Context: an optimization exercise on an open-source flow, tuned for small area. The choices shown serve that exercise and are no tape-out recipe. Function was checked by simulation only, so behaviour that the tests miss may differ from the original. The clock port is modelled as an ideal driver; clocking choices that lean on that would not hold on a real chip. No activity file was given, so power comes from the tool's default toggle rates.

==> module lcd_cntrl_top, before the edit <==
module lcd_cntrl_top #(
    parameter int DATA_WIDTH = 8,
    parameter int INSTR_WIDTH = 10,
    parameter int PRESCALER_WIDTH = 16
) (
    input clk_i,
    input rst_ni,
    input        [11:0] haddr_i,
    input        [ 1:0] htrans_i,
    input        [31:0] hwdata_i,
    input               hwrite_i,
    output logic [31:0] hrdata_o,
    output logic        hready_out_o,
    output logic        hresp_o,
    input  [DATA_WIDTH-1:0] data_in_i,
    output logic [DATA_WIDTH-1:0] data_out_o,
    output logic                  data_oe_o,
    output logic                  rs_o,
    output logic                  rwb_o,
    output logic                  e_o
);
  logic        a_ok;     
  logic [ 1:0] a_idx;    
  logic        a_wr;     
  logic        err;      
  logic        hready;   
  logic        phy_en;
  logic [ 9:0] instr;
  logic        valid;
  logic [15:0] presc;
  logic [ 7:0] rdata;
  logic        phy_ready;
  logic        addr_hi;
  logic        invalid_trans;
  assign addr_hi       = |haddr_i[11:4];
  assign invalid_trans = htrans_i[1] & (addr_hi |
                         ((haddr_i[3:0] == 4'h4) & hwrite_i & !phy_ready));
  assign hresp_o      = err;
  assign hready_out_o = hready;
  always_ff @(posedge clk_i) begin
    if (!rst_ni) begin
      a_ok <= 1'b0;
      err    <= 1'b0;
      hready <= 1'b1;
    end else begin
      if (htrans_i[1]) a_ok <= !addr_hi & (haddr_i[1:0] == 2'b00);
      hready <= err | !invalid_trans;
      err    <= !hready | (!err & invalid_trans);
    end
  end
  always_ff @(posedge clk_i) begin
    if (htrans_i[1]) begin
      a_idx <= haddr_i[3:2];
      a_wr  <= hwrite_i;
    end else begin
      a_wr  <= 1'b0;
    end
  end
  logic wsel, rsel;
  assign wsel = a_ok & a_wr & !err;
  assign rsel = a_ok & !a_wr & !err;
  logic ld_ctrl, hd_ctrl, ld_instr, hd_instr, ld_presc, hd_presc, instr_wen;
  assign instr_wen = wsel & (a_idx == 2'd1) & !valid;
  assign ld_ctrl   = rst_ni & wsel & (a_idx == 2'd0);
  assign hd_ctrl   = rst_ni & !(wsel & (a_idx == 2'd0));
  assign ld_instr  = rst_ni & instr_wen;
  assign hd_instr  = rst_ni & !instr_wen;
  assign ld_presc  = rst_ni & wsel & (a_idx == 2'd3);
  assign hd_presc  = rst_ni & !(wsel & (a_idx == 2'd3));
  logic        phy_en_d;
  logic [ 9:0] instr_d;
  logic [15:0] presc_d;
  lcd_sel u_en_sel (.a(hwdata_i[0]), .sa(ld_ctrl), .b(phy_en), .sb(hd_ctrl), .y(phy_en_d));
  for (genvar i = 0; i < 10; i++) begin : g_instr
    lcd_sel u_sel (.a(hwdata_i[i]), .sa(ld_instr), .b(instr[i]), .sb(hd_instr), .y(instr_d[i]));
  end
  for (genvar i = 0; i < 16; i++) begin : g_presc
    lcd_sel u_sel (.a(hwdata_i[i]), .sa(ld_presc), .b(presc[i]), .sb(hd_presc), .y(presc_d[i]));
  end
  always_ff @(posedge clk_i) begin
    phy_en <= phy_en_d;
    instr  <= instr_d;
    presc  <= presc_d | {12'd0, !rst_ni, 1'b0, !rst_ni, 1'b0};   
    valid  <= rst_ni & instr_wen;
  end
  always_comb begin
    hrdata_o = 32'h0;
    if (rsel) begin
      case (a_idx)
        2'd0: hrdata_o[1:0] = {phy_ready, phy_en};
        2'd1: hrdata_o[9:0] = instr;
        2'd2: hrdata_o[7:0] = rdata;
        2'd3: hrdata_o[15:0] = presc;
      endcase
    end
  end
  localparam logic [2:0] S_IDLE = 3'd0;
  localparam logic [2:0] S_AF   = 3'd2;   
  localparam logic [2:0] S_ADDR = 3'd3;
  localparam logic [2:0] S_WD   = 3'd1;
  localparam logic [2:0] S_RD   = 3'd7;
  localparam logic [2:0] S_CAP  = 3'd5;
  localparam logic [2:0] S_EH   = 3'd4;
  logic [ 2:0] state;
  logic [ 5:0] cnt;
  logic [15:0] pcnt;
  logic        busy;      
  logic [ 7:0] wdata;
  logic        adv;
  assign phy_ready = !busy & phy_en;
  assign adv       = valid & phy_ready;
  logic        term;
  logic [ 5:0] cnt_ld;
  logic [ 5:0] cby;      
  always_comb begin
    cby[0] = 1'b1;
    for (int i = 1; i < 6; i++) cby[i] = cby[i-1] & !cnt[i-1];
  end
  assign term = (cnt == 6'd0);
  always_comb begin
    case (state)
      S_ADDR:  cnt_ld = rwb_o ? 6'd36 : 6'd45;
      S_RD:    cnt_ld = 6'd9;
      S_WD:    cnt_ld = 6'd55;
      S_CAP:   cnt_ld = 6'd55;
      default: cnt_ld = 6'd6;
    endcase
  end
  logic [15:0] pcy, pinc;
  logic        tick, clr;
  always_comb begin
    pcy[0] = 1'b1;
    for (int i = 1; i < 16; i++) pcy[i] = pcy[i-1] & pcnt[i-1];
  end
  assign pinc = pcnt ^ pcy;
  assign tick = (pinc == presc) & !(pcy[15] & pcnt[15]);
  assign clr  = (state == S_IDLE) | term;
  always_ff @(posedge clk_i) begin
    if (clr) begin
      cnt  <= cnt_ld;
      pcnt <= '0;
    end else if (tick) begin
      cnt  <= cnt ^ cby;
      pcnt <= '0;
    end else begin
      pcnt <= pinc;
    end
  end
  always_ff @(posedge clk_i or negedge rst_ni) begin
    if (!rst_ni) begin
      state <= S_IDLE;
    end else begin
      case (state)
        S_IDLE:  if (adv) state <= S_AF;
        S_AF:    state <= S_ADDR;
        S_ADDR:  if (term) state <= rwb_o ? S_RD : S_WD;
        S_WD:    if (term) state <= S_EH;
        S_RD:    if (term) state <= S_CAP;
        S_CAP:   if (term) state <= S_EH;
        S_EH:    if (term) state <= adv ? S_AF : S_IDLE;
        default: state <= S_IDLE;
      endcase
    end
  end
  always_ff @(posedge clk_i or negedge rst_ni) begin
    if (!rst_ni) begin
      busy <= 1'b0;
    end else if (adv) begin
      busy <= 1'b1;
    end else if (state == S_EH && cnt == 6'd1) begin
      busy <= 1'b0;
    end
  end
  always_ff @(posedge clk_i) begin
    if (state == S_AF) wdata <= instr[7:0];
  end
  always_ff @(posedge clk_i or negedge rst_ni) begin
    if (!rst_ni) begin
      rs_o       <= 1'b0;
      rwb_o      <= 1'b0;
      e_o        <= 1'b0;
      data_out_o <= '0;
      data_oe_o  <= 1'b0;
    end else begin
      if (state == S_AF) {rs_o, rwb_o} <= instr[9:8];
      e_o <= (state == S_WD) | (state == S_RD) | (state == S_CAP);
      if (state == S_WD) data_out_o <= wdata;
      if (state == S_IDLE || state == S_RD) data_oe_o <= 1'b0;
      else if (state == S_WD) data_oe_o <= 1'b1;
    end
  end
  always_ff @(posedge clk_i or negedge rst_ni) begin
    if (!rst_ni) begin
      rdata <= '0;
    end else if ((state == S_RD && term) || (state == S_CAP && !term)) begin
      rdata <= data_in_i;
    end
  end
endmodule
==> flow/config.mk <==
export PLATFORM = sky130hd
export DESIGN_NAME = lcd_cntrl_top
export DESIGN_NICKNAME = lcd_cntrl_top
export VERILOG_FILES = /design/flow/design.v
export SDC_FILE = /design/flow/constraint.sdc
export NUM_CORES = 4
export LEC_CHECK = 0
export CAP_MARGIN = 0
export CORE_MARGIN = 2
export CORE_UTILIZATION = 65
export GPL_TIMING_DRIVEN = 0
export PLACE_DENSITY = 0.95
export SLEW_MARGIN = 0
==> flow/constraint.sdc <==
create_clock -name core_clock -period 10.0 [get_ports {clk_i}]
set_input_delay 2.0000 -clock core_clock [delete_from_list [all_inputs] [get_ports {clk_i}]]
set_output_delay 2.0000 -clock core_clock [all_outputs]
set_load 0.01 [all_outputs]
standard.sh (not shown) runs the stock make flow with config.mk's settings and CLKGATE_MAP_FILE= SYNTH_SCRIPT=/design/flow/synth_recipe.tcl, a recipe that flattens the netlist after the stock synthesis.
==> flow/flow/run.sh <==
#!/bin/bash
# The standard layout (standard.sh) with these changes:
#  - synthesis is the standard flow's (synth_recipe.tcl, ORFS synth.tcl), except that ABC maps
#    the combinational logic with an area-oriented script (flow/abc_area.script);
#    flip-flop mapping, names and everything else are unchanged;
#  - ports are buffered with the smallest buffer (buf_1);
#  - the clock is distributed by four clock buffers, one per group of nearby
#    registers, inserted before CTS (flow/cts_pre.tcl), so TritonCTS adds none;
#  - constant outputs share one tie cell;
#  - the register-select cells (module lcd_sel) are mapped on their own
#    (SYNTH_KEEP_MODULES) and flattened at the end as synth_recipe.tcl does.
set -euo pipefail
W=$PWD
sed "s#^source \$::env(SCRIPTS_DIR)/synth_preamble.tcl\$#&\nset abc_args [lreplace \$abc_args 1 1 $W/flow/abc_area.script]#" \
  "$FLOW_HOME/scripts/synth.tcl" > "$W/flow_orfs_synth.tcl"
grep -q "abc_area.script" "$W/flow_orfs_synth.tcl"
sed "s#^source \$::env(SCRIPTS_DIR)/synth.tcl\$#source $W/flow_orfs_synth.tcl#" synth_recipe.tcl > "$W/flow_synth.tcl"
grep -q "flow_orfs_synth.tcl" "$W/flow_synth.tcl"
sed "s#SYNTH_SCRIPT=[^ ]*#SYNTH_SCRIPT=$W/flow_synth.tcl#" standard.sh > "$W/flow_standard.sh"
grep -q "flow_synth.tcl" "$W/flow_standard.sh"
export BUFFER_PORTS_ARGS="-buffer_cell sky130_fd_sc_hd__buf_1"
export PRE_CTS_TCL="$W/flow/cts_pre.tcl"
export CLK_GROUPS=4
export CLK_BUF=sky130_fd_sc_hd__buf_8
export CTS_ARGS="-sink_clustering_enable -dont_use_dummy_load"
export SKIP_REPAIR_TIE_FANOUT=1
export REMOVE_ABC_BUFFERS=1
export SYNTH_KEEP_MODULES=lcd_sel
bash "$W/flow_standard.sh" > flow_standard.log 2>&1
Other scripts of this flow, unchanged in this note and not shown: flow/flow/abc_area.script, flow/flow/cts_pre.tcl
Edit:
--- a/flow/design.v
+++ b/flow/design.v
@@ -108,16 +108,17 @@
   logic        busy;      
   logic [ 7:0] wdata;
   logic        adv;
   assign phy_ready = !busy & phy_en;
   assign adv       = valid & phy_ready;
   logic        term;
+  logic        tick;      
   logic [ 5:0] cnt_ld;
   logic [ 5:0] cby;      
   always_comb begin
-    cby[0] = 1'b1;
+    cby[0] = tick;
     for (int i = 1; i < 6; i++) cby[i] = cby[i-1] & !cnt[i-1];
   end
   assign term = (cnt == 6'd0);
   always_comb begin
     case (state)
       S_ADDR:  cnt_ld = rwb_o ? 6'd36 : 6'd45;
@@ -125,30 +126,23 @@
       S_WD:    cnt_ld = 6'd55;
       S_CAP:   cnt_ld = 6'd55;
       default: cnt_ld = 6'd6;
     endcase
   end
   logic [15:0] pcy, pinc;
-  logic        tick, clr;
+  logic        clr;
   always_comb begin
     pcy[0] = 1'b1;
     for (int i = 1; i < 16; i++) pcy[i] = pcy[i-1] & pcnt[i-1];
   end
   assign pinc = pcnt ^ pcy;
   assign tick = (pinc == presc) & !(pcy[15] & pcnt[15]);
   assign clr  = (state == S_IDLE) | term;
   always_ff @(posedge clk_i) begin
-    if (clr) begin
-      cnt  <= cnt_ld;
-      pcnt <= '0;
-    end else if (tick) begin
-      cnt  <= cnt ^ cby;
-      pcnt <= '0;
-    end else begin
-      pcnt <= pinc;
-    end
+    cnt  <= clr ? cnt_ld : cnt ^ cby;
+    pcnt <= (clr | tick) ? 16'd0 : pinc;
   end
   always_ff @(posedge clk_i or negedge rst_ni) begin
     if (!rst_ni) begin
       state <= S_IDLE;
     end else begin
       case (state)
=> Setup slack loses 1.3 ns. First-iteration DRC count rose by 11%. Total power fell by 4.7%. Utilization hardly moves. Cell count rose by 2.1%. Sequential cell count stays the same. Design area fell by 0.75%. Sequential share of layout area fell by 1.1 points. Critical path depth rose by 10. Maximum frequency fell by 21%. Register-to-register slack loses 1.3 ns. Clock power barely changes.

[re-timing with driven ports]
How much do the figures lean on ideal ports? The routed layouts below were timed once more, with nothing changed but the port constraints.
Step 1 (the two cells are an assumption about what drives the block):
set clk [get_ports {clk_i}]
set_driving_cell -lib_cell sky130_fd_sc_hd__clkbuf_16 $clk
set_driving_cell -lib_cell sky130_fd_sc_hd__buf_2 [delete_from_list [all_inputs] $clk]
Step 2 moves the port delays by t, midway between the first and last clock arrival at a register: inputs arrive t later, outputs are due t later. That takes back most of the time a late clock gives input paths.
Three values: ideal, step 1, step 2; two values: the first two.
| run | t (ns) | setup slack, ns | worst register clock-pin slew, ns |
|---|---|---|---|
| the first run | 0.207 | 5.161 / 5.161 / 5.161 | 0.11 / 0.11 |
| the second run | 0.212 | 3.868 / 3.868 / 3.868 | 0.12 / 0.12 |
After both steps every run listed still meets setup and hold.
